This design comes from an exercise in tuning for small area, a short achievable clock period and few clock cycles on the open sky130 flow, not from production work. No functional check of the RTL was part of any run shown here. Power figures rest on the tool's default switching activity, not on a simulated workload.

==> flow/design.v <==
`timescale 1ns / 1ps
module ALU(
    input [31:0] A,
    input [31:0] B,
    input [31:0] ALT,
    input sub,           
    input [1:0] lop,     
    input sltu,          
    input sl,            
    input sra,           
    input [5:0] rsel,
    input [31:0] D,
    input dsel,
    output [31:0] res,
    output [31:0] sum
    );
    wire [31:0] bx = sub ? ~B : B;
    assign sum = A + bx + {31'h0, sub};
    wire lt = (A[31] ^ B[31]) ? (sltu ? B[31] : A[31]) : sum[31];
    reg [31:0] lres;
    always @(*)
        case (lop)
            2'b00: lres = A & B;
            2'b01: lres = A | B;
            2'b10: lres = A ^ B;
            default: lres = ~(A | B);
        endcase
    function [31:0] rev(input [31:0] x);
        integer k;
        for (k = 0; k < 32; k = k + 1) rev[k] = x[31 - k];
    endfunction
    wire fill = sra & A[31];
    wire big = |B[31:5];
    wire [31:0] s0 = sl ? rev(A) : A;
    wire [31:0] s1 = B[0] ? {fill, s0[31:1]} : s0;
    wire [31:0] s2 = B[1] ? {{2{fill}}, s1[31:2]} : s1;
    wire [31:0] s3 = B[2] ? {{4{fill}}, s2[31:4]} : s2;
    wire [31:0] s4 = B[3] ? {{8{fill}}, s3[31:8]} : s3;
    wire [31:0] s5 = B[4] ? {{16{fill}}, s4[31:16]} : s4;
    wire [31:0] s6 = big ? {32{fill}} : s5;
    wire [31:0] shres = sl ? rev(s6) : s6;
    assign res = ({32{rsel[0]}} & sum)
               | ({32{rsel[1]}} & lres)
               | ({32{rsel[2]}} & {31'h0, lt})
               | ({32{rsel[3]}} & shres)
               | ({32{rsel[4]}} & B)
               | ({32{rsel[5]}} & ALT)
               | ({32{dsel}} & D);
endmodule
`timescale 1ns / 1ps
module Regs(
    input clk,
    input rst,
    input we,
    input [4:0] wa,
    input [31:0] wd,
    input [4:0] ra,
    input [4:0] rb,
    output [31:0] qa,
    output [31:0] qb
    );
    reg [31:1] v;
    wire [31:0] sela, selb;
    wire [1023:0] all;
    wire fwa = we & (wa == ra);
    wire fwb = we & (wa == rb);
    assign all[31:0] = wd;
    assign sela[0] = fwa;
    assign selb[0] = fwb;
    genvar i, b;
    generate
        for (i = 1; i < 32; i = i + 1) begin : r
            reg [31:0] d;
            always @(posedge clk)
                if (we && wa == i) d <= wd;
            assign all[32*i +: 32] = d;
            assign sela[i] = v[i] & (ra == i) & ~fwa;
            assign selb[i] = v[i] & (rb == i) & ~fwb;
        end
        for (b = 0; b < 32; b = b + 1) begin : bt
            wire [31:0] col;
            for (i = 0; i < 32; i = i + 1) begin : c
                assign col[i] = all[32*i + b];
            end
            RDSEL32 pa(.s(sela), .d(col), .q(qa[b]));
            RDSEL32 pb(.s(selb), .d(col), .q(qb[b]));
        end
    endgenerate
    always @(posedge clk or posedge rst)
        if (rst) v <= 31'h0;
        else if (we && wa != 5'd0) v[wa] <= 1'b1;
endmodule
module RDSEL32(input [31:0] s, input [31:0] d, output q);
    wire [10:0] n;
    genvar g;
    generate
        for (g = 0; g < 10; g = g + 1) begin : a
            AOI222 u(.a1(s[3*g+1]), .a2(d[3*g+1]), .b1(s[3*g+2]), .b2(d[3*g+2]),
                     .c1(s[3*g+3]), .c2(d[3*g+3]), .y(n[g]));
        end
    endgenerate
    AOI22 u10(.a1(s[31]), .a2(d[31]), .b1(s[0]), .b2(d[0]), .y(n[10]));
    NAND11OR m(.n(n), .q(q));
endmodule
module AOI222(input a1, a2, b1, b2, c1, c2, output y);
    assign y = ~((a1 & a2) | (b1 & b2) | (c1 & c2));
endmodule
module AOI22(input a1, a2, b1, b2, output y);
    assign y = ~((a1 & a2) | (b1 & b2));
endmodule
module NAND11OR(input [10:0] n, output q);
    assign q = ~(&n);
endmodule
`timescale 1ns / 1ps
module MultiCPU(
    input clk,
    input reset,
    input [31:0] Data_in,
    output mem_w,
    output [2:0] RAMCtrl,
    output [31:0] Data_out,
    output [31:0] Addr_out
    );
    reg [31:0] AR;       
    reg [31:0] FA;       
    reg        isdata;   
    reg        mw_r;
    reg [2:0]  rc_r;
    reg [31:0] IR, SK;
    reg [31:0] NPCD;     
    reg        IRV, SKV;
    reg        EV;
    reg [31:0] A, B, ALT;
    reg [31:0] DO;       
    reg        bypA, bypB, bypT;
    reg [4:0]  rdE;
    reg        weE, memE, stE, phE;
    reg [2:0]  modeE;
    reg        subE, sltuE, slE, sraE;
    reg [1:0]  lopE;
    reg [5:0]  rselE;
    reg        brE, predE, jrE, off1E;
    reg [1:0]  brkE;     
    reg [31:0] R;
    reg [4:0]  rdW;
    reg        weW;
    assign Addr_out = AR;
    assign mem_w    = mw_r;
    assign RAMCtrl  = rc_r;
    assign Data_out = DO;
    wire [31:0] ea = bypA ? R : A;
    wire [31:0] eb = bypB ? R : B;
    wire [31:0] res, sum;
    ALU alu(.A(ea), .B(eb), .ALT(ALT), .sub(subE), .lop(lopE), .sltu(sltuE), .sl(slE),
            .sra(sraE), .rsel(rselE), .D(Data_in), .dsel(memE), .res(res), .sum(sum));
    wire eqAB = (A == B);
    wire eqRB = (R == B);
    wire eqAR = (A == R);
    wire eq = bypA ? (bypB | eqRB) : (bypB ? eqAR : eqAB);
    wire e_stall = EV & memE & ~phE;                  
    wire cond = brkE[1] ? ~ea[31] : (brkE[0] ? ~eq : eq);
    wire e_skip = EV & brE & ~predE & cond & off1E & IRV & ~pt(IR);
    wire e_redirect = EV & (jrE | (brE & (cond ^ predE) & ~e_skip));
    wire [31:0] e_target = jrE ? sum : ALT;
    wire e_wr = EV & weE & ~e_stall;                  
    wire [5:0] op = IR[31:26];
    wire [5:0] fn = IR[5:0];
    wire [4:0] rs = IR[25:21];
    wire [4:0] rt = IR[20:16];
    wire [4:0] rd = IR[15:11];
    wire [4:0] sa = IR[10:6];
    wire [15:0] imm = IR[15:0];
    wire [31:0] simm = {{16{imm[15]}}, imm};
    wire isR    = (op == 6'b000000);
    wire r_jr   = isR & (fn == 6'b001000);
    wire r_jalr = isR & (fn == 6'b001001);
    wire r_shi  = isR & (fn[5:2] == 4'b0000);         
    wire r_sh   = isR & (fn[5:3] == 3'b000);          
    wire r_log  = isR & (fn[5:2] == 4'b1001);
    wire r_slt  = isR & (fn[5:1] == 5'b10101);
    wire isImm  = (op[5:3] == 3'b001) & (op != 6'b001111);
    wire i_log  = isImm & op[2];
    wire i_slt  = isImm & (op[2:1] == 2'b01);
    wire isLui  = (op == 6'b001111);
    wire isLd   = (op[5:3] == 3'b100);
    wire isSt   = (op[5:3] == 3'b101);
    wire isMem  = op[5];
    wire isBeq  = (op == 6'b000100);
    wire isBne  = (op == 6'b000101);
    wire isBgez = (op == 6'b000001);
    wire isJ    = (op == 6'b000010);
    wire isJal  = (op == 6'b000011);
    wire isBr   = isBeq | isBne | isBgez;
    wire [4:0]  wa_d = r_jalr | isJal | isBgez ? 5'd31 : isR ? rd : rt;
    wire        we_d = (isR & ~r_jr) | isImm | isLui | isLd | isJal | isBgez;
    wire [31:0] qa, qb;
    Regs regs(.clk(clk), .rst(reset), .we(weW), .wa(rdW), .wd(R),
              .ra(rs), .rb(rt), .qa(qa), .qb(qb));
    wire [31:0] rsv = qa;
    wire [31:0] rtv = qb;
    wire [31:0] btarget = NPCD + {simm[30:0], 1'b0};
    wire d_pt = pt(IR);
    wire d_adv = IRV & ~e_stall;
    wire d_jr  = (r_jr | r_jalr) & (rt == 5'd0) & ~(e_wr & (rdE == rs));
    wire d_jrr = d_adv & d_jr & ~e_redirect;
    wire b_rt = (isR & ~r_shi) | isBeq | isBne;
    wire [31:0] b_other = (isJal | isBgez) ? NPCD :
                          isLui ? {imm, 16'h0} :
                          r_shi ? {27'h0, sa} : simm;
    wire [31:0] b_d = b_rt ? rtv : b_other;
    wire [31:0] alt_d = isSt ? rtv : (isBr & ~imm[15]) ? btarget : NPCD;
    wire [5:0] rsel_d;
    assign rsel_d[1] = r_log | i_log;
    assign rsel_d[2] = r_slt | i_slt;
    assign rsel_d[3] = r_sh;
    assign rsel_d[4] = isLui | isJal | isBgez;
    assign rsel_d[5] = r_jalr;
    assign rsel_d[0] = ~(rsel_d[1] | rsel_d[2] | rsel_d[3] | rsel_d[4] | rsel_d[5] | isMem);
    wire sub_d  = isR ? (fn[5] & fn[1]) : (op[5:1] == 5'b00101);
    wire [1:0] lop_d = isR ? fn[1:0] : op[1:0];
    wire sltu_d = isR ? fn[0] : op[0];
    wire [2:0] mode_d = op[2] ? {2'b10, op[0]} : op[1] ? {2'b00, ~op[0]} : {2'b11, op[0]};
    function pt(input [31:0] w);
        pt = ((w[31:26] == 6'b000100 || w[31:26] == 6'b000101 || w[31:26] == 6'b000001) && w[15])
           || w[31:27] == 5'b00001;
    endfunction
    wire [31:0] FA2 = FA + 32'd2;
    wire        fpt = pt(Data_in);
    wire [17:0] flo = {1'b0, FA[16:1], 1'b1} + {1'b0, Data_in[15:0], 1'b1};
    wire [14:0] fhi_p = FA[31:17] + 15'd1;
    wire [14:0] fhi_m = FA[31:17] - 15'd1;
    wire [14:0] fhi = flo[17] ? (Data_in[15] ? FA[31:17] : fhi_p) :
                                (Data_in[15] ? fhi_m : FA[31:17]);
    wire [31:0] ftarget = (Data_in[31:27] == 5'b00001) ? {FA2[31:27], Data_in[25:0], 1'b0} :
                          {fhi, flo[16:1], 1'b0};
    wire full     = ~d_adv & IRV & SKV;
    wire room     = ~full & ~(d_adv & SKV & pt(SK)) & ~(~d_adv & IRV & ~SKV & d_pt);
    wire fetch_ok = ~isdata & ~e_redirect & ~d_jrr & room;
    wire [31:0] NPCD2 = NPCD + 32'd2;
    wire d_jra = d_adv & d_jr;
    wire fetch_ok0 = ~isdata & ~d_jra & room;
    wire [31:0] f_rest = d_jra ? rsv :
                         ~fetch_ok0 ? FA :
                         fpt ? ftarget : FA2;
    wire [31:0] FA_next = e_redirect ? e_target : f_rest;
    wire [31:0] AR_next = e_redirect ? e_target : e_stall ? sum : f_rest;
    always @(posedge clk or posedge reset) begin
        if (reset) begin
            AR <= 32'h0;
            FA <= 32'h0;
            isdata <= 1'b0;
            mw_r <= 1'b0;
            rc_r <= 3'b000;
            IRV <= 1'b0;
            SKV <= 1'b0;
            EV <= 1'b0;
            phE <= 1'b0;
            weW <= 1'b0;
        end else begin
            AR <= AR_next;
            FA <= FA_next;
            isdata <= e_stall;
            mw_r <= e_stall & stE;
            rc_r <= e_stall ? modeE : 3'b000;
            if (e_redirect | d_jrr) begin
                IRV <= 1'b0;
                SKV <= 1'b0;
            end else if (d_adv) begin
                if (SKV) begin
                    IRV <= 1'b1;
                    SKV <= fetch_ok;
                end else begin
                    IRV <= fetch_ok;
                end
            end else if (!IRV) begin
                IRV <= fetch_ok;
            end else if (!SKV) begin
                SKV <= fetch_ok;
            end
            EV <= e_stall | (d_adv & ~e_redirect & ~e_skip);
            phE <= e_stall;
            weW <= e_wr;
        end
    end
    always @(posedge clk) begin
        if (d_adv) begin
            if (SKV) begin
                IR <= SK;
                NPCD <= NPCD2;
                SK <= Data_in;
            end else begin
                IR <= Data_in;
                NPCD <= FA2;
            end
        end else if (!IRV) begin
            IR <= Data_in;
            NPCD <= FA2;
        end else if (!SKV) begin
            SK <= Data_in;
        end
    end
    always @(posedge clk) begin
        A <= rsv;
        B <= b_d;
        bypA <= e_wr & (rdE == rs);
        bypB <= e_wr & (rdE == rt) & b_rt;
        R <= res;            
        DO <= bypT ? R : ALT;
        rdW <= rdE;
        if (!e_stall) begin
            ALT <= alt_d;
            bypT <= e_wr & (rdE == rt);
            rdE <= wa_d;
            weE <= we_d & (wa_d != 5'd0);
            memE <= isMem;
            stE <= isSt;
            modeE <= mode_d;
            subE <= sub_d;
            sltuE <= sltu_d;
            slE <= ~fn[1];
            sraE <= fn[0];
            lopE <= lop_d;
            rselE <= rsel_d;
            brE <= isBr;
            brkE <= {isBgez, isBne};
            predE <= imm[15];
            jrE <= (r_jr | r_jalr) & ~d_jr;
            off1E <= (imm == 16'h0001);
        end
    end
endmodule
==> flow/flow/run.sh <==
#!/bin/bash
# Layout flow: the standard flow (standard.sh) with three changes to how the layout
# is made: timing repair aims at a larger setup slack than 0 (so it keeps shortening the
# critical paths), the port buffers are plain buffers instead of delay buffers, and clock
# tree synthesis adds no dummy loads. The clock, its period and the I/O constraints are
# the design's, unchanged.
set -euo pipefail
bash standard.sh synth > synth.log 2>&1
bash standard.sh SETUP_SLACK_MARGIN=8.8 "BUFFER_PORTS_ARGS=-buffer_cell sky130_fd_sc_hd__buf_4" \
  "CTS_ARGS=-sink_clustering_enable -repair_clock_nets -dont_use_dummy_load" finish > layout.log 2>&1
==> flow/standard.sh <==
#!/bin/bash
# synth_recipe.tcl (not shown) runs the flow's synth.tcl, then flattens the netlist and writes it again
# the make line also repeats each setting of config.mk as NAME=value (left out here)
make -C /OpenROAD-flow-scripts/flow DESIGN_CONFIG=/design/flow/config.mk WORK_HOME=/design/flow/orfs CLKGATE_MAP_FILE= SYNTH_SCRIPT=/design/flow/synth_recipe.tcl "${@:-finish}"
==> flow/config.mk <==
export PLATFORM = sky130hd
export DESIGN_NAME = MultiCPU
export DESIGN_NICKNAME = MultiCPU
export VERILOG_FILES = /design/flow/design.v
export SDC_FILE = /design/flow/constraint.sdc
export NUM_CORES = 8
export LEC_CHECK = 0
export CAP_MARGIN = 10
export CORE_MARGIN = 2
export CORE_UTILIZATION = 40
export SLEW_MARGIN = 10
export SYNTH_HIERARCHICAL = 1
export SYNTH_MINIMUM_KEEP_SIZE = 0
==> flow/constraint.sdc <==
create_clock -name core_clock -period 13.0 [get_ports {clk}]
set_input_delay 2.6000 -clock core_clock [delete_from_list [all_inputs] [get_ports {clk}]]
set_output_delay 2.6000 -clock core_clock [all_outputs]
set_load 0.01 [all_outputs]
==> summary.md, run 1 <==
| Metric | Value |
|---|---|
| Clock H-tree levels | `4` |
| Initial antenna violation count | `35` |
| Netlist cell types | `107` |
| Final GP Congestion | `1.02` |
| Port bufs | `101` |
| Worst EP required | `13.62 ns` |
| GR met3 Demand/Resource | `10.3%` |
| Clock Skew | `0.100 ns` |
| Via-to-Cell Ratio | `7.29` |
| Period Utilization, post-route | `37.1%` |
| GRT Max-Usage Layer | `met2` |
| Switch share | `45.0%` |
| Final nets | `5953` |
| Final worst slack | `8.17 ns` |
| Share of cells above drive strength 1 | `17.9%` |
| M2 GR Usage | `52.0%` |
| P_leak | `28.3 nW` |
| DR iter-0 viols | `13000` |
| Fmax | `0.207 GHz` |
| Fillers | `15400` |
| Crit path DAT | `5.45 ns` |
| Routed WL | `320000 µm` |
| Logic gate share of total power | `46.4%` |
| Die Y | `420 µm` |
| DP HPWL | `204000 µm` |
| Setup TNS Final | `0 ns` |
| Hold WC Path Type | `flip-flop to flip-flop` |
| P per Cell Area | `258 mW/mm²` |
| Vias | `58900` |
| Slew Viols, Final | `0` |
| Share of the synthesized area in the top cell type | `49.8%` |
| Switching power | `9.26 mW` |
| P_int | `11.3 mW` |
| Slew HR | `3.15%` |
| First-pass detailed-route iteration total | `13` |
| CTS tree | `built` |
| Yosys Warn Count | `9` |
| Antenna-violating nets left | `0` |
| Fin. Hold Viols | `0` |
| Reg area | `0.0398 mm²` |
| # hold bufs at CTS | `0` |
| Final min period | `4.83 ns` |
| Sequential share of power | `35.7%` |
| # setup viols final | `0` |
| Max IR drop VDD | `0.169 mV` |
| Die Wd | `420 µm` |
| Row count | `152` |
| Most frequent cell after synthesis | `edfxtp_1` |
| Routed len/inst | `39.5 µm` |
| Total track usage | `34.6%` |
| Vias in the first global route | `54000` |
| GRT overflow | `0` |
| Clk root buf | `clkbuf_16` |
| Area of the multi-input gates | `0.0292 mm²` |
| Fin area | `0.0797 mm²` |
| Die area | `0.177 mm²` |
| Worst-path clk slew | `0.05 ns` |
| Max Buffers Root-to-Sink | `3` |
| FF+latch count, synth | `1388` |
| Post-synth EDFFs | `1149` |
| Worst slew pin tran | `1.45 ns` |
| Critical path launch point type | `input port` |
| Initial Utilization | `40.3%` |
| Post-DP Area | `0.0737 mm²` |
| Run status | `no timing/DRC/antenna violations` |
| Clock group share of total power | `17.9%` |
| First-pass GRT wire length | `427000 µm` |
| Mapped Area | `0.0693 mm²` |
| Clk Latency, worst-skew pair | `0.83 ns` |
| Setup Slack @ Placement | `6.90 ns` |
| DRC errors left | `0` |
| CP Capture Type | `flip-flop` |
| Largest net degree at the start of global routing | `91` |
| Ports | `102` |
| M1 GR Usage | `43.3%` |
| Ys async rst share | `7.49%` |
| Synth Flop Type | `edfxtp_1` |
| CTS sink cnt | `1388` |
| Kind of critical path | `input port to flip-flop` |
| Syn Area/Cell | `12.7 µm²` |
| CTS Buf Count | `151` |
| Post-Synthesis Cells | `5445` |
| Max-cap violations | `0` |
| Core footprint | `0.172 mm²` |
| Top cells by area, synth | `edfxtp_1 (50%), a222oi_1 (9.7%), dfxtp_1 (3.9%)` |
| RSZ-0062 raised after global routing | `true` |
| Worst Path Max Fanout | `4` |
| Cell taking the most area after synthesis | `edfxtp_1` |
| Area growth, synth to finish | `15.1%` |
| Post-synthesis sequential area ratio | `57.5%` |
| Commonest cells post-synth | `edfxtp_1 (1149), a222oi_1 (672), nand2_1 (436)` |
## final timing paths
check / start / endpoint / slack [ns] / cells past startpoint
max reg2reg: IR[18]$_DFFE_PP_ / ALT[30]$_DFFE_PN_ / 8.65 / 13
min: modeE[1]$_SDFFCE_PP0N_ / rc_r[1]$_DFF_PP0_ / 0.45 / 1
max in group asynchronous: reset / FA[8]$_DFF_PP0_ / 9.81 / 3
min reg2reg: modeE[1]$_SDFFCE_PP0N_ / rc_r[1]$_DFF_PP0_ / 0.45 / 1
max: Data_in[0] / FA[25]$_DFF_PP0_ / 8.17 / 17
min in group asynchronous: reset / weW$_DFF_PP0_ / 1.90 / 2
## metrics by stage
step | utilization (%) | cells | hold slack [ns] | power [mW]
global route | 46.3 | 8065 | 0.466 | 21.1
floorplan | - | 5445 | 0.409 | 12.0
finish | 46.4 | 8087 | 0.446 | 20.6
CTS | 45.6 | 8011 | 0.452 | 19.8
global placement | 42.9 | 7817 | 0.437 | 15.8
detailed placement | 42.9 | 7817 | 0.442 | 15.9
## sequential cells by signal, summed over array words and instances, names as in the netlist, 3 cells and up
| signal | flops |
|---|---|
| R | 32 |
| DO | 32 |
| SK | 32 |
| modeE | 3 |
| rselE | 6 |
| regs.r.d | 992 |
| NPCD | 32 |
| IR | 32 |
| ALT | 32 |
| FA | 32 |
| B | 32 |
| rc_r | 3 |
| regs.v | 31 |
| rdE | 5 |
| A | 32 |
| rdW | 5 |
| AR | 32 |
## Yosys stat by module (local to each module, per instance), excerpt
module    flip-flops and latches  cell area, µm²  cells inside  copies in the design
ALU                            0            7860          1119                     1
MultiCPU                     365           20200          2062                     1
NAND11OR                       0            23.8             4                    64
Regs                        1023           32500          1304                     1
AOI22                          0            12.5             1                    64
AOI222                         0            10.0             1                   640
## routing by layer
metal	share of wire, %	routed length (µm)
met3	14	44400
met5	0.043	136
met4	8.5	27200
met1	35	111000
met2	43	137000
## logic make-up after synthesis
family | after synthesis | synth area share (%)
fa+ha+maj | 162 | 2.96
xor+xnor | 240 | 3.03
buf+inv | 373 | 2.21
simple gates | 1426 | 10.3
flops | 1388 | 57.5
mux | 280 | 5.14
compound gates | 1576 | 18.9
## cell type report
class / instances / area share [%]
inverter: 161 / 0.779
tap: 2310 / 3.63
sequential: 1388 / 50.0
antenna: 22 / 0.0691
clock buffer: 151 / 4.74
multi-input combinational: 3688 / 36.6
timing repair buffer: 367 / 4.20
## timing repair
item / CTS / global route
cloned: 4 / 8
buffers inserted: 39 / 45
resized for setup: 127 / 161
endpoints found under the setup margin: 203 / 118
pin swaps: 49 / 90
## cell usage in the layout, fill, tap and decap left out, drive strengths merged, types with 46 or more instances in the layout
master and n:
a21o 67, a21oi 215, a222oi 672, a22oi 91
and3 86, buf 357, clkbuf 160, dfrtp 104
dfxtp 135, edfxtp 1149, ha 159, inv 157
mux2 154, mux2i 92, nand2 436, nand3 140
nand4 176, nor2 272, nor3 46, o21ai 205
or3 77, xnor2 118, xor2 122
## critical path: stages
cell and delay [ns]:
buf_12 0.11, inv_12 0.04, ha_4 0.12, inv_2 0.04
fa_2 0.35, a211oi_2 0.28, o21ai_2 0.10, a221oi_2 0.30
o21ai_2 0.14, o221ai_4 0.21, buf_12 0.16, buf_6 0.09
mux2_4 0.29, mux2i_1 0.12, or3_1 0.32, o21ai_2 0.09
a221oi_2 0.08
## power groups by stage
stage,clock (mW),sequential [mW],combinational [mW]
3_5_place_dp,0,7.33,8.56
5_1_grt,3.85,7.34,9.93
3_3_place_gp,0,7.33,8.50
2_1_floorplan,0,6.98,5.06
6_report,3.69,7.35,9.57
4_1_cts,3.70,7.23,8.90
==> inputs of run 2 (changes only) <==
--- a/flow/design.v
+++ b/flow/design.v
@@ -76,4 +76,5 @@
             assign all[32*i +: 32] = d;
-            assign sela[i] = v[i] & (ra == i) & ~fwa;
-            assign selb[i] = v[i] & (rb == i) & ~fwb;
+            wire keep = v[i] & ~(we && wa == i);
+            assign sela[i] = keep & (ra == i);
+            assign selb[i] = keep & (rb == i);
         end
@@ -202,2 +203,3 @@
     wire d_pt = pt(IR);
+    wire br_pt = isBr & (imm[15:7] == 9'h1ff);       
     wire d_adv = IRV & ~e_stall;
@@ -210,3 +212,3 @@
     wire [31:0] b_d = b_rt ? rtv : b_other;
-    wire [31:0] alt_d = isSt ? rtv : (isBr & ~imm[15]) ? btarget : NPCD;
+    wire [31:0] alt_d = isSt ? rtv : (isBr & ~br_pt) ? btarget : NPCD;
     wire [5:0] rsel_d;
@@ -223,3 +225,4 @@
     function pt(input [31:0] w);
-        pt = ((w[31:26] == 6'b000100 || w[31:26] == 6'b000101 || w[31:26] == 6'b000001) && w[15])
+        pt = ((w[31:26] == 6'b000100 || w[31:26] == 6'b000101 || w[31:26] == 6'b000001) &&
+              w[15:7] == 9'h1ff)
            || w[31:27] == 5'b00001;
@@ -228,9 +231,6 @@
     wire        fpt = pt(Data_in);
-    wire [17:0] flo = {1'b0, FA[16:1], 1'b1} + {1'b0, Data_in[15:0], 1'b1};
-    wire [14:0] fhi_p = FA[31:17] + 15'd1;
-    wire [14:0] fhi_m = FA[31:17] - 15'd1;
-    wire [14:0] fhi = flo[17] ? (Data_in[15] ? FA[31:17] : fhi_p) :
-                                (Data_in[15] ? fhi_m : FA[31:17]);
+    wire [9:0]  flo = {1'b0, FA[8:1], 1'b1} + {1'b0, Data_in[7:0], 1'b1};
+    wire [22:0] fhi_m = FA[31:9] - 23'd1;
     wire [31:0] ftarget = (Data_in[31:27] == 5'b00001) ? {FA2[31:27], Data_in[25:0], 1'b0} :
-                          {fhi, flo[16:1], 1'b0};
+                          {flo[9] ? FA[31:9] : fhi_m, flo[8:1], 1'b0};
     wire full     = ~d_adv & IRV & SKV;
@@ -241,7 +241,7 @@
     wire fetch_ok0 = ~isdata & ~d_jra & room;
-    wire [31:0] f_rest = d_jra ? rsv :
-                         ~fetch_ok0 ? FA :
-                         fpt ? ftarget : FA2;
-    wire [31:0] FA_next = e_redirect ? e_target : f_rest;
-    wire [31:0] AR_next = e_redirect ? e_target : e_stall ? sum : f_rest;
+    wire sel_ft = fpt & fetch_ok0 & ~e_redirect;
+    wire [31:0] f_other = d_jra ? rsv : fetch_ok0 ? FA2 : FA;
+    wire [31:0] FA_next = sel_ft ? ftarget : e_redirect ? e_target : f_other;
+    wire [31:0] AR_next = (sel_ft & ~e_stall) ? ftarget :
+                          e_redirect ? e_target : e_stall ? sum : f_other;
     always @(posedge clk or posedge reset) begin
@@ -325,3 +325,3 @@
             brkE <= {isBgez, isBne};
-            predE <= imm[15];
+            predE <= br_pt;
             jrE <= (r_jr | r_jalr) & ~d_jr;
==> summary.md, run 2 <==
| Metric | Value |
|---|---|
| Run status | `no timing/DRC/antenna violations` |
| Clock H-tree levels | `4 (unchanged)` |
| CTS sink cnt | `1388 (unchanged)` |
| Synth Area in XOR/XNOR | `3.35% (+0.32 points)` |
| Ys async rst share | `7.49% (unchanged)` |
| Netlist cell types | `107 (unchanged)` |
| DP HPWL | `203000 µm (-0.56%)` |
| Period Utilization, post-route | `34.3% (-2.9 points)` |
| Final hold slack | `0.434 ns (-0.0128 ns)` |
| Syn Area/Cell | `12.5 µm² (-1.5%)` |
| Hold EP | `rc_r[0]$_DFF_PP0_` |
| Worst R2R End | `AR[25]$_DFF_PP0_` |
| Clk root buf | `clkbuf_16` |
| Simple-gate share of the synthesized area | `10.8% (+0.49 points)` |
| Largest net degree at the start of global routing | `91 (unchanged)` |
| Setup TNS Final | `0 ns (unchanged)` |
| Hold path startpoint | `modeE[0]$_DFFE_PN_` |
| Clk Latency, worst-skew pair | `0.83 ns (about the same)` |
| Final nets | `6115 (+2.7%)` |
| Mux share of post-synthesis cell area | `5.30% (+0.16 points)` |
| Slew HR | `12.9% (+9.7 points)` |
| RSZ-0062 raised after global routing | `true` |
| Yosys Warn Count | `9 (unchanged)` |
| CP Capture Type | `flip-flop` |
| Core footprint | `0.174 mm² (+1.1%)` |
| Initial Utilization | `40.3% (about the same)` |
| Worst slew pin tran | `1.31 ns (-0.146 ns)` |
| Kind of critical path | `input port to flip-flop` |
| Area growth, synth to finish | `17.7%` |
| DRC errors left | `0 (unchanged)` |
| Worst-path clk slew | `0.06 ns (about the same)` |
| Final Util | `47.4% (+1.1 points)` |
| Reg2Reg Depth | `16 (+3)` |
| Antenna-violating nets left | `0 (unchanged)` |
| Vias | `60000 (+1.9%)` |
| Critical path launch point type | `input port` |
| Post-DP Area | `0.0750 mm² (+1.7%)` |
| Ports | `102 (unchanged)` |
| Clock Skew | `0.110 ns (+0.0102 ns)` |
| Die area | `0.178 mm² (+1.0%)` |
| Fin. Hold Viols | `0 (unchanged)` |
| Share of the synthesized area in the top cell type | `49.3% (-0.52 points)` |
| Mapped Area | `0.0700 mm² (+1.1%)` |
| Worst Hold Path Cells | `1 (unchanged)` |
| Largest Register | `regs.r.d` |
| Most frequent cell after synthesis | `edfxtp_1` |
| Worst Path Max Fanout | `4 (unchanged)` |
| Cell taking the most area after synthesis | `edfxtp_1` |
| Synth Area in Compound Gates | `18.5% (-0.38 points)` |
| Routed WL | `328000 µm (+2.7%)` |
| GRT overflow | `0 (unchanged)` |
| Reg2reg setup slack | `8.59 ns (-0.06 ns)` |
| First-pass detailed-route iteration total | `12 (-1)` |
| Worst EP required | `13.64 ns (+0.02 ns)` |
| Total track usage | `34.9% (+0.27 points)` |
| Initial antenna violation count | `27 (-23%)` |
| Port bufs | `101 (unchanged)` |
| Max Buffers Root-to-Sink | `3 (unchanged)` |
| Via-to-Cell Ratio | `7.25 (-0.50%)` |
| Critical R2R Launch | `bypB$_DFF_P_` |
| Post-synthesis sequential area ratio | `56.9% (-0.60 points)` |
| Routed len/inst | `39.7 µm (+0.36%)` |
| Most frequent cells in the layout | `edfxtp_1 (1149), a222oi_1 (672), nand2_1 (445), buf_4 (305), nor2_1 (223)` |
| Slew Viols, Final | `0 (unchanged)` |
| Max-cap violations | `0 (unchanged)` |
| First-pass GRT wire length | `438000 µm (+2.6%)` |
| Die Y | `422 µm (+0.52%)` |
| Final GP Congestion | `1.04 (+2.6%)` |
| Synth Flop Type | `edfxtp_1` |
| Largest family of logic cells by synthesized area | `compound AO/OA/AOI/OAI gates` |
| DR iter-0 viols | `13500 (+4.2%)` |
| Share of cells above drive strength 1 | `20.6% (+2.7 points)` |
| Largest register FFs | `992 (unchanged)` |
| Commonest cells post-synth | `edfxtp_1 (1149), a222oi_1 (672), nand2_1 (457)` |
| CTS Buf Count | `149 (-1.3%)` |
| Crit path DAT | `5.10 ns (-0.35 ns)` |
| P per Cell Area | `262 mW/mm² (+1.5%)` |
| # setup viols final | `0 (unchanged)` |
| Final min period | `4.46 ns (-0.371 ns)` |
| Adder-Cell Fraction of Synth Area | `2.78% (-0.17 points)` |
| Fmax | `0.224 GHz (+8.3%)` |
| Max IR drop VDD | `0.166 mV (-1.9%)` |
| Die Wd | `422 µm (+0.52%)` |
| P_leak | `29.2 nW (+3.2%)` |
| Row count | `153 (+0.66%)` |
| FF+latch count, synth | `1388 (unchanged)` |
| Vias in the first global route | `54900 (+1.7%)` |
| Post-synth EDFFs | `1149 (unchanged)` |
| Top cells by area, synth | `edfxtp_1 (49%), a222oi_1 (9.6%), dfxtp_1 (3.9%)` |
| CTS tree | `built` |
| Post-Synthesis Cells | `5588 (+2.6%)` |
| Commonest non-fill, non-tap cell in the layout | `edfxtp_1` |
| Fillers | `15700 (+1.6%)` |
| Fin area | `0.0824 mm² (+3.4%)` |
| Hold WC Path Type | `flip-flop to flip-flop` |
## run 2: power by group
part | internal, mW | leakage, nW | switching, mW | total [mW]
registers | 6.20 | 12.9 | 1.20 | 7.41
logic | 3.47 | 14.5 | 7.07 | 10.5
clock network | 2.00 | 1.84 | 1.68 | 3.68
total | 11.7 | 29.2 | 9.96 | 21.6
## run 2: worst max path at each step
stage,slack [ns],depth (start not counted),startpoint,endpoint
final,8.54,16,Data_in[0],AR[21]$_DFF_PP0_
after global placement,7.06,15,Data_in[0],AR[31]$_DFF_PP0_
after global routing,8.50,16,Data_in[0],AR[21]$_DFF_PP0_
after floorplan,7.87,14,Data_in[0],FA[25]$_DFF_PP0_
after detailed placement,7.07,15,Data_in[0],AR[31]$_DFF_PP0_
after CTS,8.56,15,Data_in[0],AR[31]$_DFF_PP0_
## run 2: layout make-up
cell class,count,area (µm²),share of cell area [%]
flip-flops and latches,1388,39900,48.4
multi-input cells,3806,30800,37.4
well taps,2325,2910,3.53
repair buffers,420,4440,5.38
diodes,28,70.1,0.0850
inverters,162,628,0.762
clock buffers,149,3730,4.52
## run 2: logic make-up (layout without fill, tap and decap cells)
| family | after synthesis | after routing |
|---|---|---|
| flip-flops | 1388 | 1388 |
| adder cells (fa/ha/maj) | 154 | 154 |
| AO/OA/AOI/OAI | 1567 | 1567 |
| other | 0 | 28 |
| multiplexers | 297 | 298 |
| XOR/XNOR | 266 | 266 |
| buffers and inverters | 401 | 731 |
| AND/OR/NAND/NOR | 1515 | 1521 |
## run 2: critical path: stages
cell       delay (ns)
buf_12           0.11
inv_12           0.04
ha_4             0.11
inv_2            0.03
fa_2             0.36
a21oi_4          0.17
o2111ai_4        0.18
a211o_1          0.34
or2_4            0.29
buf_6            0.13
nor3_4           0.11
xor2_1           0.09
o211ai_1         0.23
nand3_1          0.11
o21ai_1          0.10
a21oi_1          0.08
## run 2: stage by stage
stage	setup WS, ns	std cells	total power, mW
final	8.54	8278	21.6
after global routing	8.50	8253	22.1
after CTS	8.56	8173	20.6
after detailed placement	7.07	7955	16.5
after global placement	7.06	7955	16.4
after floorplan	7.87	5588	12.4
## run 2: timing repair
| action | CTS | global route |
|---|---|---|
| gates resized for setup | 276 | 203 |
| pin swaps | 74 | 83 |
| endpoints found under the setup margin | 186 | 96 |
| hold buffers | 0 | 0 |
| buffers inserted | 47 | 65 |
| cloned | 22 | 11 |
## run 2: modules after synthesis (local to each module, per instance), a selection
module    cell area [µm²]  times used  cells inside
NAND11OR             23.8          64             4
AOI22                12.5          64             1
AOI222               10.0         640             1
ALU                  7860           1          1119
Regs                32700           1          1340
MultiCPU            20800           1          2169
## run 2: layer usage
metal	track usage, %	routed length (µm)	up-vias
met4	24.9	29000	8
met2	50.5	138000	5120
met3	10.9	46900	1069
met5	0	54	-
met1	44.2	114000	29900
li1	-	-	23900
==> inputs of run 3 (changes only) <==
--- a/flow/design.v
+++ b/flow/design.v
@@ -132,2 +132,3 @@
     reg        IRV, SKV;
+    reg [6:0]  IRD;      
     reg        EV;
@@ -162,3 +163,3 @@
     wire cond = brkE[1] ? ~ea[31] : (brkE[0] ? ~eq : eq);
-    wire e_skip = EV & brE & ~predE & cond & off1E & IRV & ~pt(IR);
+    wire e_skip = EV & brE & ~predE & cond & off1E & IRV & ~d_pt;
     wire e_redirect = EV & (jrE | (brE & (cond ^ predE) & ~e_skip));
@@ -202,4 +203,25 @@
     wire [31:0] btarget = NPCD + {simm[30:0], 1'b0};
-    wire d_pt = pt(IR);
     wire br_pt = isBr & (imm[15:7] == 9'h1ff);       
+    function [6:0] pdec(input [31:0] w);
+        reg [5:0] o, f;
+        reg r, shi, br;
+        begin
+            o = w[31:26];
+            f = w[5:0];
+            r = (o == 6'b000000);
+            shi = r & (f[5:2] == 4'b0000);
+            br = (o == 6'b000100) | (o == 6'b000101) | (o == 6'b000001);
+            pdec = {pt(w),
+                    (r & ~shi) | (o == 6'b000100) | (o == 6'b000101),
+                    (o == 6'b000011) | (o == 6'b000001),
+                    (o == 6'b001111),
+                    shi,
+                    (o[5:3] == 3'b101),
+                    br & (w[15:7] != 9'h1ff)};
+        end
+    endfunction
+    wire [6:0] sk_d = pdec(SK);
+    wire [6:0] in_d = pdec(Data_in);
+    wire d_pt = IRD[6];
+    wire b_rt = IRD[5];
     wire d_adv = IRV & ~e_stall;
@@ -207,8 +229,7 @@
     wire d_jrr = d_adv & d_jr & ~e_redirect;
-    wire b_rt = (isR & ~r_shi) | isBeq | isBne;
-    wire [31:0] b_other = (isJal | isBgez) ? NPCD :
-                          isLui ? {imm, 16'h0} :
-                          r_shi ? {27'h0, sa} : simm;
+    wire [31:0] b_other = IRD[4] ? NPCD :
+                          IRD[3] ? {imm, 16'h0} :
+                          IRD[2] ? {27'h0, sa} : simm;
     wire [31:0] b_d = b_rt ? rtv : b_other;
-    wire [31:0] alt_d = isSt ? rtv : (isBr & ~br_pt) ? btarget : NPCD;
+    wire [31:0] alt_d = IRD[1] ? rtv : IRD[0] ? btarget : NPCD;
     wire [5:0] rsel_d;
@@ -236,3 +257,3 @@
     wire full     = ~d_adv & IRV & SKV;
-    wire room     = ~full & ~(d_adv & SKV & pt(SK)) & ~(~d_adv & IRV & ~SKV & d_pt);
+    wire room     = ~full & ~(d_adv & SKV & sk_d[6]) & ~(~d_adv & IRV & ~SKV & d_pt);
     wire fetch_ok = ~isdata & ~e_redirect & ~d_jrr & room;
@@ -243,5 +264,7 @@
     wire [31:0] f_other = d_jra ? rsv : fetch_ok0 ? FA2 : FA;
-    wire [31:0] FA_next = sel_ft ? ftarget : e_redirect ? e_target : f_other;
-    wire [31:0] AR_next = (sel_ft & ~e_stall) ? ftarget :
-                          e_redirect ? e_target : e_stall ? sum : f_other;
+    wire [31:0] fa_other = e_redirect ? e_target : f_other;
+    wire [31:0] ar_other = e_redirect ? e_target : e_stall ? sum : f_other;
+    wire [31:0] FA_next, AR_next;
+    MUX2X32 fa_mux(.s(sel_ft), .a(ftarget), .b(fa_other), .y(FA_next));
+    MUX2X32 ar_mux(.s(sel_ft & ~e_stall), .a(ftarget), .b(ar_other), .y(AR_next));
     always @(posedge clk or posedge reset) begin
@@ -288,2 +311,3 @@
                 IR <= SK;
+                IRD <= sk_d;
                 NPCD <= NPCD2;
@@ -292,2 +316,3 @@
                 IR <= Data_in;
+                IRD <= in_d;
                 NPCD <= FA2;
@@ -296,2 +321,3 @@
             IR <= Data_in;
+            IRD <= in_d;
             NPCD <= FA2;
@@ -331 +357,4 @@
 endmodule
+module MUX2X32(input s, input [31:0] a, input [31:0] b, output [31:0] y);
+    assign y = s ? a : b;
+endmodule
==> summary.md, run 3 <==
| Metric | Value |
|---|---|
| Run status | `no timing/DRC/antenna violations` |
| Clock Skew | `0.0955 ns (-0.0147 ns)` |
| Port bufs | `101 (unchanged)` |
| Yosys Warn Count | `9 (unchanged)` |
| Clock H-tree levels | `4 (unchanged)` |
| Cell taking the most area after synthesis | `edfxtp_1` |
| Hold EP | `rdW[4]$_DFF_P_` |
| Most frequent cell after synthesis | `edfxtp_1` |
| DR iter-0 viols | `13300 (-1.8%)` |
| Worst EP required | `13.64 ns (about the same)` |
| Syn Area/Cell | `12.7 µm² (+1.3%)` |
| Share of cells above drive strength 1 | `18.6% (-2.0 points)` |
| Top cells by area, synth | `edfxtp_1 (49%), a222oi_1 (9.4%), dfxtp_1 (3.8%)` |
| Setup TNS Final | `0 ns (unchanged)` |
| Max Buffers Root-to-Sink | `3 (unchanged)` |
| Core footprint | `0.178 mm² (+2.3%)` |
| Vias | `59600 (-0.74%)` |
| Die Y | `426 µm (+0.95%)` |
| Fmax | `0.214 GHz (-4.5%)` |
| Max IR drop VDD | `0.149 mV (-10%)` |
| Final GP Congestion | `1.03 (-1.4%)` |
| Post-synthesis sequential area ratio | `56.1% (-0.78 points)` |
| Worst slew pin tran | `1.30 ns (-0.00326 ns)` |
| Reg2reg setup slack | `8.48 ns (-0.11 ns)` |
| Max-cap violations | `0 (unchanged)` |
| Final nets | `6069 (-0.75%)` |
| Routed WL | `323000 µm (-1.5%)` |
| Fin. Hold Viols | `0 (unchanged)` |
| Largest Register | `regs.r.d` |
| FF+latch count, synth | `1395 (+0.50%)` |
| Synth Flop Type | `edfxtp_1` |
| Routed len/inst | `39.2 µm (-1.2%)` |
| Area growth, synth to finish | `15.0%` |
| Clk root buf | `clkbuf_16` |
| Commonest non-fill, non-tap cell in the layout | `edfxtp_1` |
| Critical path launch point type | `input port` |
| P_leak | `28.9 nW (-0.91%)` |
| GRT overflow | `0 (unchanged)` |
| Fillers | `15800 (+0.99%)` |
| Kind of critical path | `input port to flip-flop` |
| Vias in the first global route | `54500 (-0.74%)` |
| Non-Filler Instances | `8256 (-0.27%)` |
| Worst R2R End | `AR[14]$_DFF_PP0_` |
| Post-Place Cells | `8008 (+0.67%)` |
| Post-synth EDFFs | `1156 (+0.61%)` |
| P per Cell Area | `262 mW/mm² (about the same)` |
| Largest net degree at the start of global routing | `91 (unchanged)` |
| Hold WC Path Type | `flip-flop to flip-flop` |
| Share of the synthesized area in the top cell type | `48.6% (-0.63 points)` |
| Setup Slack @ Placement | `7.37 ns (+0.304 ns)` |
| Final worst slack | `8.34 ns (-0.209 ns)` |
| Hold path startpoint | `rdE[4]$_DFFE_PN_` |
| CP Capture Type | `flip-flop` |
| Fin area | `0.0821 mm² (-0.42%)` |
| Reg2Reg Depth | `13 (-3)` |
| RSZ-0062 raised after global routing | `true` |
| # hold bufs at CTS | `0 (unchanged)` |
| Crit path largest cell delay | `0.41 ns (+0.05 ns)` |
| Netlist cell types | `107 (unchanged)` |
| Commonest cells post-synth | `edfxtp_1 (1156), a222oi_1 (672), nand2_1 (508)` |
| Crit path top cell by count | `a21oi_2` |
| Row count | `155 (+1.3%)` |
| Via-to-Cell Ratio | `7.22 (-0.48%)` |
| Clk Latency, worst-skew pair | `0.82 ns (about the same)` |
| Ports | `102 (unchanged)` |
| DRC errors left | `0 (unchanged)` |
| Slew HR | `13.1% (+0.22 points)` |
| CTS sink cnt | `1395 (+0.50%)` |
| Final Util | `46.2% (-1.3 points)` |
| Post-Synthesis Cells | `5621 (+0.59%)` |
| Worst-path clk slew | `0.06 ns (about the same)` |
| Final min period | `4.66 ns (+0.209 ns)` |
| Worst Path Max Fanout | `8 (+4)` |
| Post-DP Area | `0.0760 mm² (+1.4%)` |
| # setup viols final | `0 (unchanged)` |
| Mapped Area | `0.0714 mm² (+1.9%)` |
| Worst path cell trace | `buf_12 > inv_12 > ha_4 > inv_2 > fa_2 > a21o_1 > a21oi_2 > o21bai_1 > a21oi_2 > o21bai_4 > a211o_4 > nor4b_4 > a21oi_1 > xnor2_1 > mux2_4` |
| Largest register FFs | `992 (unchanged)` |
| Worst Hold Path Cells | `0 (-1)` |
| Critical R2R Launch | `B[1]$_DFF_P_` |
| Antenna-violating nets left | `0 (unchanged)` |
| Slew Viols, Final | `0 (unchanged)` |
| CTS tree | `built` |
| DP HPWL | `199000 µm (-2.3%)` |
| Slowest CP cell | `a211o_4` |
| Initial Utilization | `40.1% (-0.15 points)` |
| Most frequent cells in the layout | `edfxtp_1 (1156), a222oi_1 (672), nand2_1 (504), buf_4 (247), o21ai_0 (246)` |
| CTS Buf Count | `147 (-1.3%)` |
| Die Wd | `426 µm (+0.95%)` |
| First-pass detailed-route iteration total | `14 (+2)` |
| Initial antenna violation count | `38 (+41%)` |
| Crit path DAT | `5.30 ns (+0.20 ns)` |
| Period Utilization, post-route | `35.9% (+1.6 points)` |
| Die area | `0.182 mm² (+1.9%)` |
| First-pass GRT wire length | `429000 µm (-2.0%)` |
| Total track usage | `33.7% (-1.2 points)` |
| Ys async rst share | `7.46% (-0.038 points)` |
==> run 3: cell types whose count changed after synthesis, sizes merged, moves of 26 or more <==
cell    before  now
a21oi      200  149
a221oi      12   38
mux2       164  217
mux2i       98  141
nand2      458  508
nor2       239  203
o21ai      243  283
==> run 3: critical path, delay by kind of cell <==
family | cells | cell delay (ns)
and+or+nand+nor | 1 | 0.28
xor gates and xnor gates | 1 | 0.20
buffers and inverters | 3 | 0.21
adders and majority gates | 2 | 0.46
muxes | 1 | 0.28
AOI/OAI and AO/OA | 7 | 1.26
==> run 3: kinds of logic (layout without fill, tap and decap cells) <==
logic type	after synthesis	count (layout)	share of synthesized area, %
flip-flops	1395	1395	56.1
buffers and inverters	407	658	2.60
AO/OA/AOI/OAI	1511	1511	17.8
XOR/XNOR	283	283	3.49
AND/OR/NAND/NOR	1477	1479	10.3
adder cells (fa/ha/maj)	154	154	2.73
other	1	24	0.00526
multiplexers	393	397	7.04
==> run 3: cell type report <==
| class | instances | area, µm² | share of cell area, % |
|---|---|---|---|
| clock buffer | 147 | 3680 | 4.48 |
| inverter | 161 | 624 | 0.761 |
| multi-input combinational | 3826 | 31100 | 37.9 |
| sequential | 1395 | 40100 | 48.8 |
| timing repair buffer | 350 | 3600 | 4.39 |
| antenna | 22 | 55.1 | 0.0671 |
| tap | 2355 | 2950 | 3.59 |
==> run 3: where the power goes <==
group          switching [mW]  leakage (nW)  internal (mW)
logic                    7.02          14.1           3.48
clock network            1.66          1.81           1.97
registers                1.14          13.0           6.26
total                    9.82          28.9           11.7
==> run 3: stage by stage <==
step | hold slack [ns] | power [mW]
3_5_place_dp | 0.437 | 17.0
3_3_place_gp | 0.429 | 16.8
5_1_grt | 0.470 | 22.1
4_1_cts | 0.456 | 20.8
6_report | 0.454 | 21.5
2_1_floorplan | 0.407 | 12.8
==> run 3: what timing repair did <==
item                                    4_1_cts  5_1_grt
hold endpoints to repair                      0        0
setup buffers                                23       29
gates cloned                                  8       18
pin swaps                                    45       46
resized for setup                           196      140
endpoints found under the setup margin      187       89
==> run 3: how the worst max path moves through the flow <==
stage / start / end
2_1_floorplan: Data_in[0] / AR[28]$_DFF_PP0_
3_3_place_gp: Data_in[0] / FA[19]$_DFF_PP0_
3_5_place_dp: Data_in[0] / FA[21]$_DFF_PP0_
4_1_cts: Data_in[0] / AR[28]$_DFF_PP0_
5_1_grt: Data_in[0] / AR[19]$_DFF_PP0_
6_report: Data_in[0] / AR[28]$_DFF_PP0_
==> run 3: modules after synthesis, one instance, submodules excluded, a selection <==
module / area [µm²] / copies in the design / cells inside / flip-flops and latches
ALU: 7860 / 1 / 1119 / 0
AOI22: 12.5 / 64 / 1 / 0
AOI222: 10.0 / 640 / 1 / 0
MUX2X32: 544 / 2 / 36 / 0
MultiCPU: 21000 / 1 / 2130 / 372
NAND11OR: 23.8 / 64 / 4 / 0
Regs: 32700 / 1 / 1340 / 1023
==> run 3: layer usage <==
| layer | wire [µm] | vias to the layer above | GRT usage (%) |
|---|---|---|---|
| li1 | - | 23800 | - |
| met1 | 112000 | 29500 | 42.3 |
| met2 | 138000 | 5139 | 49.7 |
| met3 | 46500 | 1051 | 10.7 |
| met4 | 25800 | 18 | 22.3 |
| met5 | 189 | - | 0 |
==> inputs of run 4 (changes only) <==
--- a/flow/design.v
+++ b/flow/design.v
@@ -253,5 +253,8 @@
     wire [9:0]  flo = {1'b0, FA[8:1], 1'b1} + {1'b0, Data_in[7:0], 1'b1};
-    wire [22:0] fhi_m = FA[31:9] - 23'd1;
-    wire [31:0] ftarget = (Data_in[31:27] == 5'b00001) ? {FA2[31:27], Data_in[25:0], 1'b0} :
-                          {flo[9] ? FA[31:9] : fhi_m, flo[8:1], 1'b0};
+    wire [22:0] fhi_m, fhi;
+    DEC23 fdec(.a(FA[31:9]), .y(fhi_m));
+    MUX2X23 fhi_mux(.s(flo[9]), .a(FA[31:9]), .b(fhi_m), .y(fhi));
+    wire [31:0] ftarget;
+    MUX2X32 ft_mux(.s(Data_in[31:27] == 5'b00001), .a({FA2[31:27], Data_in[25:0], 1'b0}),
+                   .b({fhi, flo[8:1], 1'b0}), .y(ftarget));
     wire full     = ~d_adv & IRV & SKV;
@@ -360 +363,7 @@
 endmodule
+module MUX2X23(input s, input [22:0] a, input [22:0] b, output [22:0] y);
+    assign y = s ? a : b;
+endmodule
+module DEC23(input [22:0] a, output [22:0] y);
+    assign y = a - 23'd1;
+endmodule
==> summary.md, run 4 <==
| Metric | Value |
|---|---|
| Ports | `102 (unchanged)` |
| DRC errors left | `0 (unchanged)` |
| Critical path launch point type | `input port` |
| Port bufs | `101 (unchanged)` |
| Worst path cell trace | `buf_12 > inv_12 > ha_4 > inv_4 > fa_2 > a21o_1 > a21oi_2 > o21bai_1 > a21oi_2 > nor2b_1 > o21ai_2 > nand2b_4 > buf_12 > mux2_2 > mux2_4 > mux2_4` |
| Largest Register | `regs.r.d` |
| DR iter-0 viols | `13300 (-0.038%)` |
| Area of the multi-input gates | `0.0312 mm² (+0.38%)` |
| Vias | `59500 (-0.12%)` |
| GR met3 Demand/Resource | `9.54% (-1.2 points)` |
| Crit path largest cell delay | `0.33 ns (-0.08 ns)` |
| Final nets | `6050 (-0.31%)` |
| Critical Path Start | `Data_in[0]` |
| Commonest cells post-synth | `edfxtp_1 (1156), a222oi_1 (672), nand2_1 (466)` |
| Initial antenna violation count | `31 (-18%)` |
| Top cells by area, synth | `edfxtp_1 (49%), a222oi_1 (9.4%), dfxtp_1 (3.8%)` |
| CTS sink cnt | `1395 (unchanged)` |
| First-pass GRT wire length | `433000 µm (+0.80%)` |
| Final min period | `4.59 ns (-0.0703 ns)` |
| Post-DP Area | `0.0763 mm² (+0.36%)` |
| Critical R2R Launch | `bypB$_DFF_P_` |
| M1 GR Usage | `44.9% (+2.6 points)` |
| CP top delay family | `multiplexers` |
| Hold WC Path Type | `flip-flop to flip-flop` |
| Fmax | `0.218 GHz (+1.5%)` |
| CTS Buf Count | `151 (+2.7%)` |
| Most frequent cell after synthesis | `edfxtp_1` |
| Worst EP required | `13.64 ns (about the same)` |
| Reg area | `0.0401 mm² (about the same)` |
| GRT Max-Usage Layer | `met2` |
| Max-cap violations | `0 (unchanged)` |
| Clk Latency, worst-skew pair | `0.83 ns (about the same)` |
| Share of the synthesized area in the top cell type | `48.5% (-0.12 points)` |
| Max IR drop VDD | `0.153 mV (+2.9%)` |
| Crit path DAT | `5.24 ns (-0.06 ns)` |
| Fillers | `15900 (+0.78%)` |
| Mapped Area | `0.0715 mm² (+0.25%)` |
| Fin area | `0.0823 mm² (+0.25%)` |
| Synth Flop Type | `edfxtp_1` |
| Netlist cell types | `105 (-1.9%)` |
| Total track usage | `33.8% (+0.12 points)` |
| Power Total | `21.6 mW (+0.12%)` |
| Max Buffers Root-to-Sink | `3 (unchanged)` |
| Post-Place Cells | `7992 (-0.20%)` |
| Core footprint | `0.178 mm² (+0.11%)` |
| Synth Area in Compound Gates | `17.1% (-0.64 points)` |
| Slowest CP cell | `fa_2` |
| Run status | `no timing/DRC/antenna violations` |
| CTS tree | `built` |
| Initial Utilization | `40.2% (+0.058 points)` |
| Largest net degree at the start of global routing | `71 (-22%)` |
| Routed WL | `321000 µm (-0.67%)` |
| Post-synth EDFFs | `1156 (unchanged)` |
| Routed len/inst | `39.0 µm (-0.47%)` |
| Worst slew pin tran | `1.20 ns (-0.104 ns)` |
| Largest family of logic cells by synthesized area | `compound AO/OA/AOI/OAI gates` |
| Clk root buf | `clkbuf_16` |
| Share of cells above drive strength 1 | `20.3% (+1.7 points)` |
| # hold bufs at CTS | `0 (unchanged)` |
| P_leak | `29.4 nW (+1.7%)` |
| Largest register FFs | `992 (unchanged)` |
| Vias in the first global route | `54500 (+0.055%)` |
| P per Cell Area | `262 mW/mm² (-0.13%)` |
| FF+latch count, synth | `1395 (unchanged)` |
| Clock H-tree levels | `4 (unchanged)` |
| GRT overflow | `0 (unchanged)` |
| Kind of critical path | `input port to flip-flop` |
| Clock Skew | `0.102 ns (+0.00684 ns)` |
| Yosys Warn Count | `9 (unchanged)` |
| Non-Filler Instances | `8239 (-0.21%)` |
| First-pass detailed-route iteration total | `17 (+3)` |
| Final worst slack | `8.41 ns (+0.0703 ns)` |
| Via-to-Cell Ratio | `7.22 (about the same)` |
| Die Wd | `427 µm (+0.13%)` |
| # setup viols final | `0 (unchanged)` |
| Final GP Congestion | `1.00 (-3.0%)` |
| Post-Synthesis Cells | `5575 (-0.82%)` |
| Die area | `0.182 mm² (+0.25%)` |
| Period Utilization, post-route | `35.3% (-0.54 points)` |
| CP Capture Type | `flip-flop` |
| Ys async rst share | `7.46% (unchanged)` |
| Fin. Hold Viols | `0 (unchanged)` |
| Area growth, synth to finish | `15.0% (about the same)` |
| Final Util | `46.2% (+0.065 points)` |
| Simple-gate share of the synthesized area | `10.2% (-0.044 points)` |
| RSZ-0062 raised after global routing | `true` |
| Syn Area/Cell | `12.8 µm² (+1.1%)` |
| Setup Slack @ Placement | `6.70 ns (-0.667 ns)` |
| Worst path buffer plus inverter count | `4 (+1)` |
| Most frequent cells in the layout | `edfxtp_1 (1156), a222oi_1 (672), nand2_1 (463), buf_4 (276), o21ai_0 (226)` |
| Die Y | `427 µm (+0.13%)` |
| Worst-path clk slew | `0.05 ns (about the same)` |
| Synth Area in XOR/XNOR | `3.52% (+0.028 points)` |
| Slew HR | `19.8% (+6.8 points)` |
| Mux share of post-synthesis cell area | `7.95% (+0.91 points)` |
| Row count | `155 (unchanged)` |
| Hold path startpoint | `modeE[2]$_SDFFCE_PP1N_` |
| Commonest non-fill, non-tap cell in the layout | `edfxtp_1` |
| Post-synthesis sequential area ratio | `55.9% (-0.14 points)` |
| Cell taking the most area after synthesis | `edfxtp_1` |
| Worst Path Max Fanout | `12 (+4)` |
| Antenna-violating nets left | `0 (unchanged)` |
| Setup TNS Final | `0 ns (unchanged)` |
| Final hold slack | `0.444 ns (-0.00914 ns)` |
| Adder-Cell Fraction of Synth Area | `2.71% (-0.024 points)` |
| Slew Viols, Final | `0 (unchanged)` |
| DP HPWL | `200000 µm (+0.87%)` |
| M2 GR Usage | `50.2% (+0.42 points)` |
[run 4: layer usage]
layer | vias up | part of all wire, %
met5 | - | 0.036
met1 | 29700 | 37
met3 | 982 | 13
met2 | 5090 | 43
li1 | 23700 | -
met4 | 18 | 6.4
[run 4: power breakdown]
part	internal, mW	switching (mW)	total (mW)
clock network	2.03	1.68	3.70
logic	3.65	6.88	10.5
registers	6.24	1.10	7.34
[run 4: worst paths after layout]
path                                     end  slack (ns)  cells past startpoint
setup / recovery            FA[25]$_DFF_PP0_        8.41                     16
hold reg to reg            rc_r[2]$_DFF_PP0_        0.44                      1
max in group asynchronous   FA[20]$_DFF_PP0_        9.91                      3
hold / removal             rc_r[2]$_DFF_PP0_        0.44                      1
setup reg to reg            FA[30]$_DFF_PP0_        8.43                     18
min in group asynchronous      weW$_DFF_PP0_        1.86                      2
[run 4: kinds of logic after synthesis]
| family | Yosys count |
|---|---|
| other | 1 |
| multiplexers | 439 |
| AO/OA/AOI/OAI | 1459 |
| adder cells (fa/ha/maj) | 153 |
| AND/OR/NAND/NOR | 1453 |
| flip-flops | 1395 |
| buffers and inverters | 389 |
| XOR/XNOR | 286 |
[run 4: modules after synthesis (local to each module, per instance), excerpt]
module    flip-flops and latches  area [µm²]  cells
AOI222                         0        10.0      1
MUX2X23                        0         282     25
NAND11OR                       0        23.8      4
Regs                        1023       32700   1340
AOI22                          0        12.5      1
DEC23                          0         437     61
ALU                            0        7860   1119
MUX2X32                        0         544     36
MultiCPU                     372       19900   1962
[run 4: final cells by class]
class                   instances  area share (%)
well taps                    2355            3.58
clock buffers                 151            4.59
inverters                     167           0.785
repair buffers                353            4.33
diodes                         23          0.0699
multi-input cells            3795            38.0
flip-flops and latches       1395            48.7
[run 4: timing repair]
action,in CTS,in global routing
cloned,14,9
setup buffers,32,18
resized for setup,213,85
setup endpoints to repair,193,108
pin swaps,32,36
==> inputs of run 5 (changes only) <==
--- a/flow/flow/run.sh
+++ b/flow/flow/run.sh
@@ -9,2 +9,2 @@
 bash standard.sh SETUP_SLACK_MARGIN=8.8 "BUFFER_PORTS_ARGS=-buffer_cell sky130_fd_sc_hd__buf_4" \
-  "CTS_ARGS=-sink_clustering_enable -repair_clock_nets -dont_use_dummy_load" finish > layout.log 2>&1
+  "CTS_ARGS=-sink_clustering_enable -repair_clock_nets -dont_use_dummy_load -sink_clustering_size 18 -sink_clustering_max_diameter 100" finish > layout.log 2>&1
==> summary.md, run 5 <==
| Metric | Value |
|---|---|
| Run status | `finished with violations` |
| Layout Check Fails | `antenna violations` |
| Commonest cells post-synth | `edfxtp_1 (1156), a222oi_1 (672), nand2_1 (466)` |
| Setup TNS Final | `0 ns (unchanged)` |
| Core footprint | `0.178 mm² (unchanged)` |
| FF+latch count, synth | `1395 (unchanged)` |
| Power Total | `20.5 mW (-5.0%)` |
| Syn Area/Cell | `12.8 µm² (unchanged)` |
| Worst path cell trace | `buf_12 > inv_12 > ha_4 > inv_4 > fa_2 > a21o_1 > a21oi_2 > o21bai_1 > a21oi_2 > nor2b_1 > o21ai_2 > nand2b_4 > buf_12 > mux2_2 > mux2_4 > mux2_4` |
| Worst slew pin tran | `1.19 ns (-0.00795 ns)` |
| Fmax | `0.216 GHz (-0.74%)` |
| Cell taking the most area after synthesis | `edfxtp_1` |
| First-pass detailed-route iteration total | `13 (-4)` |
| Synth Flop Type | `edfxtp_1` |
| Die Y | `427 µm (unchanged)` |
| Post-synth EDFFs | `1156 (unchanged)` |
| Total track usage | `33.5% (-0.28 points)` |
| Yosys Warn Count | `9 (unchanged)` |
| Critical path launch point type | `input port` |
| Slew Viols, Final | `0 (unchanged)` |
| CTS sink cnt | `1395 (unchanged)` |
| CP Capture Type | `flip-flop` |
| Antenna-violating nets left | `1 (+1)` |
| Slowest CP cell | `fa_2` |
| Port bufs | `101 (unchanged)` |
| Final nets | `5986 (-1.1%)` |
| Worst-path clk slew | `0.09 ns (+0.04 ns)` |
| Netlist cell types | `105 (unchanged)` |
| Clock Skew | `0.113 ns (+0.0106 ns)` |
| Slew HR | `20.4% (+0.53 points)` |
| Crit path largest cell delay | `0.33 ns (about the same)` |
| DP HPWL | `200000 µm (unchanged)` |
| P per Cell Area | `254 mW/mm² (-3.0%)` |
| First-pass GRT wire length | `430000 µm (-0.63%)` |
| CTS tree | `built` |
| Largest Register | `regs.r.d` |
| Routed WL | `319000 µm (-0.75%)` |
| RSZ-0062 raised after global routing | `true` |
| Largest register FFs | `992 (unchanged)` |
| Max Buffers Root-to-Sink | `3 (unchanged)` |
| Commonest non-fill, non-tap cell in the layout | `edfxtp_1` |
| M2 GR Usage | `49.6% (-0.51 points)` |
| Clk Latency, worst-skew pair | `0.80 ns (-0.03 ns)` |
| Max-cap violations | `0 (unchanged)` |
| Worst Path Max Fanout | `12 (unchanged)` |
| Vias | `58700 (-1.4%)` |
| P_leak | `28.6 nW (-2.7%)` |
| Most frequent cell after synthesis | `edfxtp_1` |
| CTS Buf Count | `91 (-40%)` |
| Crit path DAT | `5.22 ns (-0.02 ns)` |
| Post-synthesis sequential area ratio | `55.9% (unchanged)` |
| Vias in the first global route | `54100 (-0.76%)` |
| M1 GR Usage | `44.3% (-0.57 points)` |
| Routed len/inst | `39.0 µm (about the same)` |
| Kind of critical path | `input port to flip-flop` |
| Clock H-tree levels | `3 (-1)` |
| Die area | `0.182 mm² (unchanged)` |
| DR iter-0 viols | `13400 (+1.2%)` |
| Area growth, synth to finish | `12.6%` |
| GRT Max-Usage Layer | `met2` |
| DRC errors left | `0 (unchanged)` |
| Period Utilization, post-route | `35.6% (+0.26 points)` |
| Post-Synthesis Cells | `5575 (unchanged)` |
| Clk root buf | `clkbuf_16` |
| Row count | `155 (unchanged)` |
| Hold WC Path Type | `flip-flop to flip-flop` |
| Mapped Area | `0.0715 mm² (unchanged)` |
| Top cells by area, synth | `edfxtp_1 (49%), a222oi_1 (9.4%), dfxtp_1 (3.8%)` |
| Worst path buffer plus inverter count | `4 (unchanged)` |
| Ys async rst share | `7.46% (unchanged)` |
| Via-to-Cell Ratio | `7.18 (-0.60%)` |
| Worst EP required | `13.59 ns (-0.05 ns)` |
| Largest net degree at the start of global routing | `71 (unchanged)` |
| Fin. Hold Viols | `0 (unchanged)` |
| Max IR drop VDD | `0.131 mV (-14%)` |
| Most frequent cells in the layout | `edfxtp_1 (1156), a222oi_1 (672), nand2_1 (463), buf_4 (275), o21ai_0 (225)` |
| Final GP Congestion | `1.00 (unchanged)` |
| GRT overflow | `0 (unchanged)` |
| Share of the synthesized area in the top cell type | `48.5% (unchanged)` |
| Initial Utilization | `40.2% (unchanged)` |
| Share of cells above drive strength 1 | `19.3% (-0.98 points)` |
| Ports | `102 (unchanged)` |
| Final hold slack | `0.484 ns (+0.0397 ns)` |
| GR met3 Demand/Resource | `9.42% (-0.12 points)` |
| Die Wd | `427 µm (unchanged)` |
| CP top delay family | `multiplexers` |
| # setup viols final | `0 (unchanged)` |
| Initial antenna violation count | `29 (-6.5%)` |
| Final min period | `4.63 ns (+0.0344 ns)` |
==> run 5: cell counts after synthesis <==
No cell type changed its count.
==> run 5: routing by layer <==
layer / vias to the layer above / routed length, µm
met3: 941 / 43900
li1: 23500 / -
met2: 4908 / 136000
met5: - / 112
met1: 29300 / 117000
met4: 14 / 22100
==> run 5: modules after synthesis (local to each module, per instance), a selection <==
| module | copies in the design | flip-flops and latches | cells inside | area [µm²] |
|---|---|---|---|---|
| ALU | 1 | 0 | 1119 | 7860 |
| DEC23 | 1 | 0 | 61 | 437 |
| Regs | 1 | 1023 | 1340 | 32700 |
| AOI22 | 64 | 0 | 1 | 12.5 |
| MUX2X32 | 3 | 0 | 36 | 544 |
| NAND11OR | 64 | 0 | 4 | 23.8 |
| AOI222 | 640 | 0 | 1 | 10.0 |
| MultiCPU | 1 | 372 | 1962 | 19900 |
| MUX2X23 | 1 | 0 | 25 | 282 |
==> run 5: timing repair <==
item,CTS,global route
cloned,11,7
pin swaps,23,30
hold buffers,0,0
resized for setup,196,78
setup endpoints to repair,193,115
buffers inserted,35,16
==> run 5: power by group <==
group | internal (mW) | leakage (nW) | switching, mW
combinational | 3.59 | 14.4 | 6.83
sequential | 6.23 | 13.1 | 1.08
clock | 1.24 | 1.12 | 1.52
total | 11.1 | 28.6 | 9.43
==> run 5: layout make-up <==
class,instances,area [µm²]
Antenna cell,21,52.6
Clock buffer,91,2280
Fill cell,16100,97400
Inverter,167,646
Multi-Input combinational cell,3795,31200
Sequential cell,1395,40100
Tap cell,2355,2950
Timing Repair Buffer,349,3410
==> run 5: cells by family after synthesis <==
| kind of cell | Yosys count | synth area share (%) |
|---|---|---|
| compound gates | 1459 | 17.1 |
| xor+xnor | 286 | 3.52 |
| fa+ha+maj | 153 | 2.71 |
| buf+inv | 389 | 2.52 |
| flops | 1395 | 55.9 |
| mux | 439 | 7.95 |
| other cells | 1 | 0.00524 |
| simple gates | 1453 | 10.2 |
==> run 5: metrics by stage <==
stage                     utilization (%)  worst slack [ns]  instance area, µm²  cells
after detailed placement             42.9              6.70               76300   7992
final                                45.3              8.37               80600   8173
after global routing                 45.2              8.30               80500   8155
after CTS                            44.9              8.40               79900   8129
after floorplan                         -              7.97               72000   5576
after global placement               42.9              6.67               76300   7992
==> run 5: final timing paths <==
path | startpoint | endpoint | slack [ns] | cells after the start
setup / recovery | Data_in[0] | AR[27]$_DFF_PP0_ | 8.37 | 16
min in group asynchronous | reset | weW$_DFF_PP0_ | 1.90 | 2
setup reg to reg | bypB$_DFF_P_ | FA[30]$_DFF_PP0_ | 8.43 | 17
max in group asynchronous | reset | AR[25]$_DFF_PP0_ | 9.86 | 3
hold / removal | regs.v[11]$_DFFE_PP0P_ | regs.v[11]$_DFFE_PP0P_ | 0.48 | 1
hold reg to reg | regs.v[11]$_DFFE_PP0P_ | regs.v[11]$_DFFE_PP0P_ | 0.48 | 1

static timing again, ports no longer ideal:
The flow's constraints put no driver on any port. The routed layouts listed below were extracted and timed again, unchanged, in two steps.
Step 1 assumes that a clkbuf_16 drives the clock port and a buf_2 every other input.
Step 2 adds t to the input delays and takes it off the output delays; t is the mean of the earliest and latest rising clock arrival at the registers after step 1. Input paths then give back, and output paths get back, about the clock's delay inside the block.
Slacks: ideal ports / drivers / drivers and shift; pairs: ideal ports / drivers.
| run | t (ns) | slack for setup (ns) | worst register clock-pin slew, ns | cell pins on the clock port's net |
|---|---|---|---|---|
| run 1 | 0.864 | 8.173 / 8.202 / 7.338 | 0.07 / 0.07 | 1 |
| run 2 | 0.852 | 8.544 / 8.561 / 7.709 | 0.07 / 0.07 | 1 |
| run 3 | 0.858 | 8.335 / 8.376 / 7.518 | 0.07 / 0.07 | 1 |
| run 4 | 0.854 | 8.405 / 8.432 / 7.581 | 0.06 / 0.06 | 1 |
| run 5 | 0.821 | 8.371 / 8.400 / 7.579 | 0.09 / 0.09 | 1 |
